Source: an optimization exercise on an open RTL-to-GDS flow (aim: small area, a short achievable clock period and few clock cycles). Production flows keep margins and buffers that such runs may drop.
At most, simulation tests tie the RTL to the original design; equivalence was not proved.

==> trial 39 <==
## posit_top
module posit_top#(
  parameter posit_width = 16,  
  parameter es = 1  
)(
  input clk,
  input reset,
  input start,
  input [1:0] opcode,  
  input [posit_width - 1 : 0] a, b,
  output reg done,
  output zero,
  output [posit_width - 1 : 0] result
);
Settings: LEC_CHECK=0, ABC_AREA=1, CAP_MARGIN=20, CORE_MARGIN=2, CORE_UTILIZATION=40, GPL_TIMING_DRIVEN=0, SETUP_SLACK_MARGIN=1.5, SLEW_MARGIN=20, TNS_END_PERCENT=5; clock period 10.5 ns.
standard.sh (not shown) runs the stock make flow with config.mk's settings and CLKGATE_MAP_FILE= SYNTH_SCRIPT=/design/flow/synth_recipe.tcl, a recipe that flattens the netlist after the stock synthesis.
==> flow/flow/run.sh <==
#!/bin/bash
# Layout flow: the standard layout (standard.sh), with one synthesis
# setting changed: ADDER_MAP_FILE is left empty, so Yosys does not extract
# full/half adders into sky130 fa/ha cells and ABC maps the arithmetic into
# ordinary gates (faster carry paths). Everything else, including the
# registers the synthesis makes, is the standard flow's.
set -euo pipefail
cd "$(dirname "$0")/.."
sed 's/CLKGATE_MAP_FILE= /CLKGATE_MAP_FILE= ADDER_MAP_FILE= /' standard.sh > standard_noadder.sh
grep -q 'ADDER_MAP_FILE= ' standard_noadder.sh
bash standard_noadder.sh > flow_orfs.log 2>&1 || { tail -50 flow_orfs.log; exit 1; }
test -f out/final.def
==> inputs of trial 79, as changes to trial 39 <==
--- a/flow/design.v
+++ b/flow/design.v
@@ -208,13 +208,13 @@
   input [1:0] opcode,
   input [15:0] a, b,
   input [13:0] div_q,          
   output [14:0] div_n, div_d,  
   output enc_sign,             
   output [5:0] enc_sf,
-  output [13:0] enc_m,
+  output [14:0] enc_x,
   output nar,                  
   output muldiv_zero,          
   output add_zero              
 );
 wire [14:0] ta, tb;
 wire [5:0] sfa, sfb;
@@ -233,65 +233,48 @@
 wire [11:0] fs = a_gt_b ? fb : fa;
 wire [5:0] d_ab = sfa - sfb;
 wire [5:0] d_ba = sfb - sfa;
 wire [5:0] shift = a_gt_b ? d_ab : d_ba;
 wire [14:0] G = {2'b01, fg, 1'b0};
 wire [14:0] S_full = {2'b01, fs, 1'b0};
-wire [5:0] sfg_m1 = sfg - 6'd1;
-wire [5:0] sfg_m2 = sfg - 6'd2;
-wire [14:0] S = (shift[5:4] != 2'b00) ? 15'd0 : (S_full >> shift[3:0]);
-wire [11:0] po_a, po_b;
-pfx_or #(12) poa (.in(fa), .out(po_a));
-pfx_or #(12) pob (.in(fb), .out(po_b));
-wire [11:0] po_s = a_gt_b ? po_b : po_a;
-wire [15:0] sticky_tab = {2'b11, po_s, 2'b00};
-wire sticky = shift[5] ? 1'b0 : shift[4] ? (shift[3:0] != 4'hf) : sticky_tab[shift[3:0]];
+wire [14:0] s1 = shift[0] ? {1'b0, S_full[14:1]} : S_full;
+wire [14:0] s2 = shift[1] ? {2'b0, s1[14:2]} : s1;
+wire [14:0] s4 = shift[2] ? {4'b0, s2[14:4]} : s2;
+wire [14:0] s8 = shift[3] ? {8'b0, s4[14:8]} : s4;
+wire out_any = (shift[1] & |s1[1:0]) | (shift[2] & |s2[3:0]) | (shift[3] & |s4[7:0]);
+wire [14:0] S = (shift[5:4] != 2'b00) ? 15'd0 : s8;
+wire sticky = shift[5] ? 1'b0 : shift[4] ? (shift[3:0] != 4'hf) : out_any;
 wire [14:0] V;
 padd #(15) addsub (.a(G), .b(S ^ {15{eff_sub}}), .cin(eff_sub & ~sticky), .s(V), .cout());
-wire [11:0] f_far = V[14] ? V[13:2] : V[13] ? V[12:1] : V[11:0];
-wire [5:0] sf_far = V[14] ? sfg : V[13] ? sfg_m1 : sfg_m2;
-wire [4:0] lzn;
-CLZ #(15) clzn (.in(V), .lz(lzn));
-wire [14:0] Vnn = V << lzn[3:0];
-wire [11:0] f_near = Vnn[13:2];
-wire [5:0] sf_near = sfg - {2'b0, lzn[3:0]};
-wire near = eff_sub & (shift[5:1] == 5'd0);
-wire [11:0] f_as = near ? f_near : f_far;
-wire [5:0] sf_as = near ? sf_near : sf_far;
 wire [25:0] P;
 mul13 mul (.a(fa), .b(fb), .p(P));
 wire [5:0] md_sf;
 posit_scalar scal (.div(opcode[0]), .a_sf(sfa), .b_sf(sfb), .md_sf(md_sf));
 wire fb_gt_fa;
 pgt #(12) cmpf (.a(fb), .b(fa), .gt(fb_gt_fa), .eq());
 wire lt = a_gt_b & fb_gt_fa;
 assign div_n = {1'b1, fa, 2'b0};
 assign div_d = lt ? {2'b01, fb, 1'b0} : {1'b1, fb, 2'b0};
-wire [4:0] lzh;
-CLZ #(10) clzq (.in(div_q[13:4]), .lz(lzh));
-wire [13:0] qn_h = div_q << lzh[3:0];
-wire [2:0] qn_l = div_q[3] ? div_q[2:0] : div_q[2] ? {div_q[1:0], 1'b0} : div_q[1] ? {div_q[0], 2'b0} : 3'b0;
-wire [11:0] f_d = (div_q[13:4] != 10'd0) ? qn_h[12:1] : {qn_l, 9'b0};
-wire [5:0] sf_d = md_sf - {5'b0, lt} - 6'd1;
-reg [13:0] m_r;
+wire [5:0] sf_d = md_sf - {5'b0, lt};
+reg [14:0] x_r;
 reg [5:0] sf_r;
 reg s_r;
 always @* begin
   case (opcode)
-    2'b10: begin m_r = P[25:12]; sf_r = md_sf; s_r = sa ^ sb; end
-    2'b11: begin m_r = {1'b1, f_d, 1'b0}; sf_r = sf_d; s_r = sa ^ sb; end
+    2'b10: begin x_r = P[25:11]; sf_r = md_sf; s_r = sa ^ sb; end
+    2'b11: begin x_r = {div_q, 1'b0}; sf_r = sf_d; s_r = sa ^ sb; end
     default: begin
-      if (za | zb) begin m_r = {1'b1, fg, 1'b0}; sf_r = sfg_m1; end
-      else begin m_r = {1'b1, f_as, 1'b0}; sf_r = sf_as; end
+      x_r = (za | zb) ? G : V;
+      sf_r = sfg;
       s_r = a_gt_b ? sa : (sb ^ opcode[0]);
     end
   endcase
 end
 assign enc_sign = s_r;
 assign enc_sf = sf_r;
-assign enc_m = m_r;
+assign enc_x = x_r;
 assign nar = na | nb;
 assign muldiv_zero = opcode[1] & (za | zb);
 assign add_zero = ~opcode[1] & sum_zero;
 endmodule
 module mul13 (input [11:0] a, input [11:0] b, output [25:0] p);
 wire neg0 = b[1] & ~(b[0] & 1'b0);
@@ -782,33 +765,36 @@
   output zero,
   output [posit_width - 1 : 0] result
 );
 wire [14:0] div_n, div_d;
 wire enc_sign, nar, muldiv_zero, add_zero;
 wire [5:0] enc_sf;
-wire [13:0] enc_m;
+wire [14:0] enc_x;
 reg busy1, busy2, busy3;
 reg [14:0] r_reg, d_reg;
 reg [13:0] q_reg;
-reg sign_reg, nar_reg, mdz_reg, addz_reg;
+reg sign_reg, nar_reg, mdz_reg, addz_reg, div_reg;
 reg [5:0] sf_reg;
-reg [13:0] m_reg;
-wire [5:0] sf_out = sf_reg + {5'd0, m_reg[13]};
-wire [11:0] f_out = m_reg[13] ? m_reg[12:1] : m_reg[11:0];
+reg [14:0] x_reg;
+wire [4:0] lz_out;
+CLZ #(15) clz_out (.in(x_reg), .lz(lz_out));
+wire [14:0] xn = x_reg << lz_out[3:0];
+wire [11:0] f_out = xn[13:2];
+wire [5:0] sf_out = div_reg ? sf_reg : sf_reg + 6'd1 - {2'b0, lz_out[3:0]};
 wire [15:0] enc_ans;
 posit_encoder enc (.sign(sign_reg), .sf(sf_out), .f(f_out), .ans(enc_ans));
 assign result = nar_reg ? 16'h8000 : (mdz_reg | addz_reg) ? 16'h0000 : enc_ans;
 assign zero = addz_reg | (~mdz_reg & sf_out[5] & (sf_out[4:2] == 3'b000));
 wire [14:0] r4, r5;
 wire [13:0] q4, q5;
 divider #(.STEPS(4)) div_b4 (.r_in(r_reg), .q_in(q_reg), .d(d_reg), .r_out(r4), .q_out(q4));
 divider #(.STEPS(1)) div_b1 (.r_in(r4), .q_in(q4), .d(d_reg), .r_out(r5), .q_out(q5));
 posit_arithmetic_operator core (
   .opcode(opcode), .a(a), .b(b), .div_q(q4),
   .div_n(div_n), .div_d(div_d),
-  .enc_sign(enc_sign), .enc_sf(enc_sf), .enc_m(enc_m),
+  .enc_sign(enc_sign), .enc_sf(enc_sf), .enc_x(enc_x),
   .nar(nar), .muldiv_zero(muldiv_zero), .add_zero(add_zero)
 );
 wire start_div = start & opcode[1] & opcode[0];
 always @(posedge clk or posedge reset) begin
   if (reset) begin
     done <= 1'b0;
@@ -822,13 +808,14 @@
     busy3 <= busy2;
   end
 end
 always @(posedge clk) begin
   sign_reg <= enc_sign;
   sf_reg <= enc_sf;
-  m_reg <= enc_m;
+  x_reg <= enc_x;
+  div_reg <= opcode[1] & opcode[0];
   nar_reg <= nar;
   mdz_reg <= muldiv_zero;
   addz_reg <= add_zero;
   r_reg <= (busy1 | busy2) ? r5 : div_n;
   q_reg <= (busy1 | busy2) ? q5 : 14'd0;
   d_reg <= div_d;
- CORE_UTILIZATION: 40 -> 55
- GPL_TIMING_DRIVEN: 0 -> default
- SETUP_SLACK_MARGIN: 1.5 -> 1.25
- TNS_END_PERCENT: 5 -> 0
==> inputs of trial 76, as changes to trial 39 <==
- GPL_TIMING_DRIVEN: 0 -> default
==> inputs of trial 91, as changes to trial 39 <==
--- a/flow/design.v
+++ b/flow/design.v
@@ -208,16 +208,16 @@
   input [1:0] opcode,
   input [15:0] a, b,
   input [13:0] div_q,          
   output [14:0] div_n, div_d,  
   output enc_sign,             
   output [5:0] enc_sf,
-  output [13:0] enc_m,
+  output [11:0] enc_f,
   output nar,                  
-  output muldiv_zero,          
-  output add_zero              
+  output force_zero,           
+  output zero_flag
 );
 wire [14:0] ta, tb;
 wire [5:0] sfa, sfb;
 wire [11:0] fa, fb;
 wire za, zb, na, nb;
 posit_extraction ea (.x(a), .t(ta), .sf(sfa), .f(fa), .zero(za), .nar(na));
@@ -233,68 +233,73 @@
 wire [11:0] fs = a_gt_b ? fb : fa;
 wire [5:0] d_ab = sfa - sfb;
 wire [5:0] d_ba = sfb - sfa;
 wire [5:0] shift = a_gt_b ? d_ab : d_ba;
 wire [14:0] G = {2'b01, fg, 1'b0};
 wire [14:0] S_full = {2'b01, fs, 1'b0};
+wire [5:0] sfg_p1 = sfg + 6'd1;
 wire [5:0] sfg_m1 = sfg - 6'd1;
-wire [5:0] sfg_m2 = sfg - 6'd2;
 wire [14:0] S = (shift[5:4] != 2'b00) ? 15'd0 : (S_full >> shift[3:0]);
 wire [11:0] po_a, po_b;
 pfx_or #(12) poa (.in(fa), .out(po_a));
 pfx_or #(12) pob (.in(fb), .out(po_b));
 wire [11:0] po_s = a_gt_b ? po_b : po_a;
 wire [15:0] sticky_tab = {2'b11, po_s, 2'b00};
 wire sticky = shift[5] ? 1'b0 : shift[4] ? (shift[3:0] != 4'hf) : sticky_tab[shift[3:0]];
 wire [14:0] V;
 padd #(15) addsub (.a(G), .b(S ^ {15{eff_sub}}), .cin(eff_sub & ~sticky), .s(V), .cout());
 wire [11:0] f_far = V[14] ? V[13:2] : V[13] ? V[12:1] : V[11:0];
-wire [5:0] sf_far = V[14] ? sfg : V[13] ? sfg_m1 : sfg_m2;
+wire [5:0] sf_far = V[14] ? sfg_p1 : V[13] ? sfg : sfg_m1;
 wire [4:0] lzn;
 CLZ #(15) clzn (.in(V), .lz(lzn));
 wire [14:0] Vnn = V << lzn[3:0];
 wire [11:0] f_near = Vnn[13:2];
-wire [5:0] sf_near = sfg - {2'b0, lzn[3:0]};
+wire [5:0] sf_near = sfg_p1 - {2'b0, lzn[3:0]};
 wire near = eff_sub & (shift[5:1] == 5'd0);
 wire [11:0] f_as = near ? f_near : f_far;
 wire [5:0] sf_as = near ? sf_near : sf_far;
 wire [25:0] P;
 mul13 mul (.a(fa), .b(fb), .p(P));
 wire [5:0] md_sf;
 posit_scalar scal (.div(opcode[0]), .a_sf(sfa), .b_sf(sfb), .md_sf(md_sf));
+wire [11:0] f_m = P[25] ? P[24:13] : P[23:12];
+wire [5:0] sf_m = md_sf + {5'b0, P[25]};
 wire fb_gt_fa;
 pgt #(12) cmpf (.a(fb), .b(fa), .gt(fb_gt_fa), .eq());
 wire lt = a_gt_b & fb_gt_fa;
 assign div_n = {1'b1, fa, 2'b0};
 assign div_d = lt ? {2'b01, fb, 1'b0} : {1'b1, fb, 2'b0};
 wire [4:0] lzh;
 CLZ #(10) clzq (.in(div_q[13:4]), .lz(lzh));
 wire [13:0] qn_h = div_q << lzh[3:0];
 wire [2:0] qn_l = div_q[3] ? div_q[2:0] : div_q[2] ? {div_q[1:0], 1'b0} : div_q[1] ? {div_q[0], 2'b0} : 3'b0;
 wire [11:0] f_d = (div_q[13:4] != 10'd0) ? qn_h[12:1] : {qn_l, 9'b0};
-wire [5:0] sf_d = md_sf - {5'b0, lt} - 6'd1;
-reg [13:0] m_r;
+wire [5:0] sf_d = md_sf - {5'b0, lt};
+reg [11:0] f_r;
 reg [5:0] sf_r;
 reg s_r;
 always @* begin
   case (opcode)
-    2'b10: begin m_r = P[25:12]; sf_r = md_sf; s_r = sa ^ sb; end
-    2'b11: begin m_r = {1'b1, f_d, 1'b0}; sf_r = sf_d; s_r = sa ^ sb; end
+    2'b10: begin f_r = f_m; sf_r = sf_m; s_r = sa ^ sb; end
+    2'b11: begin f_r = f_d; sf_r = sf_d; s_r = sa ^ sb; end
     default: begin
-      if (za | zb) begin m_r = {1'b1, fg, 1'b0}; sf_r = sfg_m1; end
-      else begin m_r = {1'b1, f_as, 1'b0}; sf_r = sf_as; end
+      if (za | zb) begin f_r = fg; sf_r = sfg; end
+      else begin f_r = f_as; sf_r = sf_as; end
       s_r = a_gt_b ? sa : (sb ^ opcode[0]);
     end
   endcase
 end
+wire enc_tz = sf_r[5] & (sf_r[4:2] == 3'b000);
+wire muldiv_zero = opcode[1] & (za | zb);
+wire add_zero = ~opcode[1] & sum_zero;
 assign enc_sign = s_r;
 assign enc_sf = sf_r;
-assign enc_m = m_r;
+assign enc_f = f_r;
 assign nar = na | nb;
-assign muldiv_zero = opcode[1] & (za | zb);
-assign add_zero = ~opcode[1] & sum_zero;
+assign force_zero = muldiv_zero | add_zero;
+assign zero_flag = add_zero | (~muldiv_zero & enc_tz);
 endmodule
 module mul13 (input [11:0] a, input [11:0] b, output [25:0] p);
 wire neg0 = b[1] & ~(b[0] & 1'b0);
 wire one0 = b[0] ^ 1'b0;
 wire two0 = (b[1] & ~b[0] & ~1'b0) | (~b[1] & b[0] & 1'b0);
 wire pp0_0 = ((one0 & a[0]) | (two0 & 1'b0)) ^ neg0;
@@ -776,40 +781,37 @@
   input clk,
   input reset,
   input start,
   input [1:0] opcode,  
   input [posit_width - 1 : 0] a, b,
   output reg done,
-  output zero,
+  output reg zero,
   output [posit_width - 1 : 0] result
 );
 wire [14:0] div_n, div_d;
-wire enc_sign, nar, muldiv_zero, add_zero;
+wire enc_sign, nar, force_zero, zero_flag;
 wire [5:0] enc_sf;
-wire [13:0] enc_m;
+wire [11:0] enc_f;
 reg busy1, busy2, busy3;
-reg [14:0] r_reg, d_reg;
-reg [13:0] q_reg;
-reg sign_reg, nar_reg, mdz_reg, addz_reg;
+reg sign_reg, nar_reg, fz_reg;
 reg [5:0] sf_reg;
-reg [13:0] m_reg;
-wire [5:0] sf_out = sf_reg + {5'd0, m_reg[13]};
-wire [11:0] f_out = m_reg[13] ? m_reg[12:1] : m_reg[11:0];
+reg [11:0] f_reg;
 wire [15:0] enc_ans;
-posit_encoder enc (.sign(sign_reg), .sf(sf_out), .f(f_out), .ans(enc_ans));
-assign result = nar_reg ? 16'h8000 : (mdz_reg | addz_reg) ? 16'h0000 : enc_ans;
-assign zero = addz_reg | (~mdz_reg & sf_out[5] & (sf_out[4:2] == 3'b000));
+posit_encoder enc (.sign(sign_reg), .sf(sf_reg), .f(f_reg), .ans(enc_ans));
+assign result = nar_reg ? 16'h8000 : fz_reg ? 16'h0000 : enc_ans;
+reg [14:0] r_reg, d_reg;
+reg [13:0] q_reg;
 wire [14:0] r4, r5;
 wire [13:0] q4, q5;
 divider #(.STEPS(4)) div_b4 (.r_in(r_reg), .q_in(q_reg), .d(d_reg), .r_out(r4), .q_out(q4));
 divider #(.STEPS(1)) div_b1 (.r_in(r4), .q_in(q4), .d(d_reg), .r_out(r5), .q_out(q5));
 posit_arithmetic_operator core (
   .opcode(opcode), .a(a), .b(b), .div_q(q4),
   .div_n(div_n), .div_d(div_d),
-  .enc_sign(enc_sign), .enc_sf(enc_sf), .enc_m(enc_m),
-  .nar(nar), .muldiv_zero(muldiv_zero), .add_zero(add_zero)
+  .enc_sign(enc_sign), .enc_sf(enc_sf), .enc_f(enc_f),
+  .nar(nar), .force_zero(force_zero), .zero_flag(zero_flag)
 );
 wire start_div = start & opcode[1] & opcode[0];
 always @(posedge clk or posedge reset) begin
   if (reset) begin
     done <= 1'b0;
     busy1 <= 1'b0;
@@ -822,15 +824,15 @@
     busy3 <= busy2;
   end
 end
 always @(posedge clk) begin
   sign_reg <= enc_sign;
   sf_reg <= enc_sf;
-  m_reg <= enc_m;
+  f_reg <= enc_f;
   nar_reg <= nar;
-  mdz_reg <= muldiv_zero;
-  addz_reg <= add_zero;
+  fz_reg <= force_zero;
+  zero <= zero_flag;
   r_reg <= (busy1 | busy2) ? r5 : div_n;
   q_reg <= (busy1 | busy2) ? q5 : 14'd0;
   d_reg <= div_d;
 end
 endmodule
- GPL_TIMING_DRIVEN: 0 -> default
==> summary.md <==
| Metric | Value |
|---|---|
| Signal buf overhead | `8.146%` |
| CP peak stage delay | `450 ps` |
| Register area share after synthesis | `5.741%` |
| Critical path depth in cells | `55` |
| Outcome | `timing/DRC/antenna clean` |
| HP Start | `busy1` |
| First-pass GRT wire length | `128,600 um` |
(the above is from trial 91)
==> summary.md <==
| Metric | Value |
|---|---|
| Post-DP Area | `0.02101 mm2` |
| Largest net degree at the start of global routing | `52` |
| M1 wire length | `30,370 um` |
| HP Start | `busy2` |
| First-pass GRT wire length | `110,800 um` |
| Placed insts | `4,630` |
| CP peak stage delay | `600 ps` |
| Clock sink total | `67` |
| Signal buf overhead | `4.734%` |
| Final setup violation count | `0` |
| Post-DP HPWL | `54,380 um` |
| Critical path depth in cells | `38` |
| Register area share after synthesis | `6.732%` |
| Outcome | `timing/DRC/antenna clean` |
(the above is from trial 79)
==> summary.md <==
| Metric | Value |
|---|---|
| Outcome | `timing/DRC/antenna clean` |
| Register area share after synthesis | `5.895%` |
| Critical path fanouts, max | `15` |
| Worst hold margin | `374.5 ps` |
| Post-cts resize count | `12` |
| Via count | `28,071` |
| Post-synth cell types | `70` |
| Slowest CP cell | `o21ai_0` |
| Fin crit share | `82.84%` |
| First-pass GRT wire length | `125,200 um` |
| Signal buf overhead | `5.495%` |
| HP Start | `busy2` |
(the above is from trial 76)
==> summary.md <==
| Metric | Value |
|---|---|
| HP Start | `busy1` |
| Signal buf overhead | `6.693%` |
| Critical path depth in cells | `44` |
| Register area share after synthesis | `5.895%` |
| Crit Path Category | `input pin to flop` |
| Outcome | `timing/DRC/antenna clean` |
| CP peak stage delay | `540 ps` |
| First-pass GRT wire length | `129,100 um` |
(the above is from trial 39)
Testbench counts of trial 39, summed over its fixed seeds: cycles 46,265.
Testbench counts of trial 79, summed over its fixed seeds: cycles 46,265.
Testbench counts of trial 76, summed over its fixed seeds: cycles 46,265.
The RTL of trial 91 was laid out without a check of its function.

## afterwards: timing with drivers on the ports
The flow's constraints put no driver on any port. The routed layouts listed below were extracted and timed again, unchanged, in two steps.
Step 1 assumes that a clkbuf_16 drives the clock port and a buf_2 every other input.
Step 2, shift: input delay + t, output delay - t, t = (earliest + latest rising clock arrival at the registers) / 2. This alone moves slack from input paths to output paths.
Slacks: ideal / step 1 / step 2; pairs: ideal / step 1.
run | t (ns) | setup slack, ns | worst hold slack (ns)
trial 39 | 0.379 | 1.919 / 1.940 / 1.561 | 0.374 / 0.374 / 0.374
trial 79 | 0.396 | 1.646 / 1.680 / 1.284 | 0.373 / 0.373 / 0.373
trial 76 | 0.364 | 1.802 / 1.822 / 1.457 | 0.375 / 0.375 / 0.375
trial 91 | 0.381 | 1.887 / 1.913 / 1.532 | 0.381 / 0.381 / 0.381
After both steps setup and hold are still met in every run listed. The setup slack of trial 79, which loses most, moves by +0.034 ns with the drivers and by -0.362 ns with both steps.
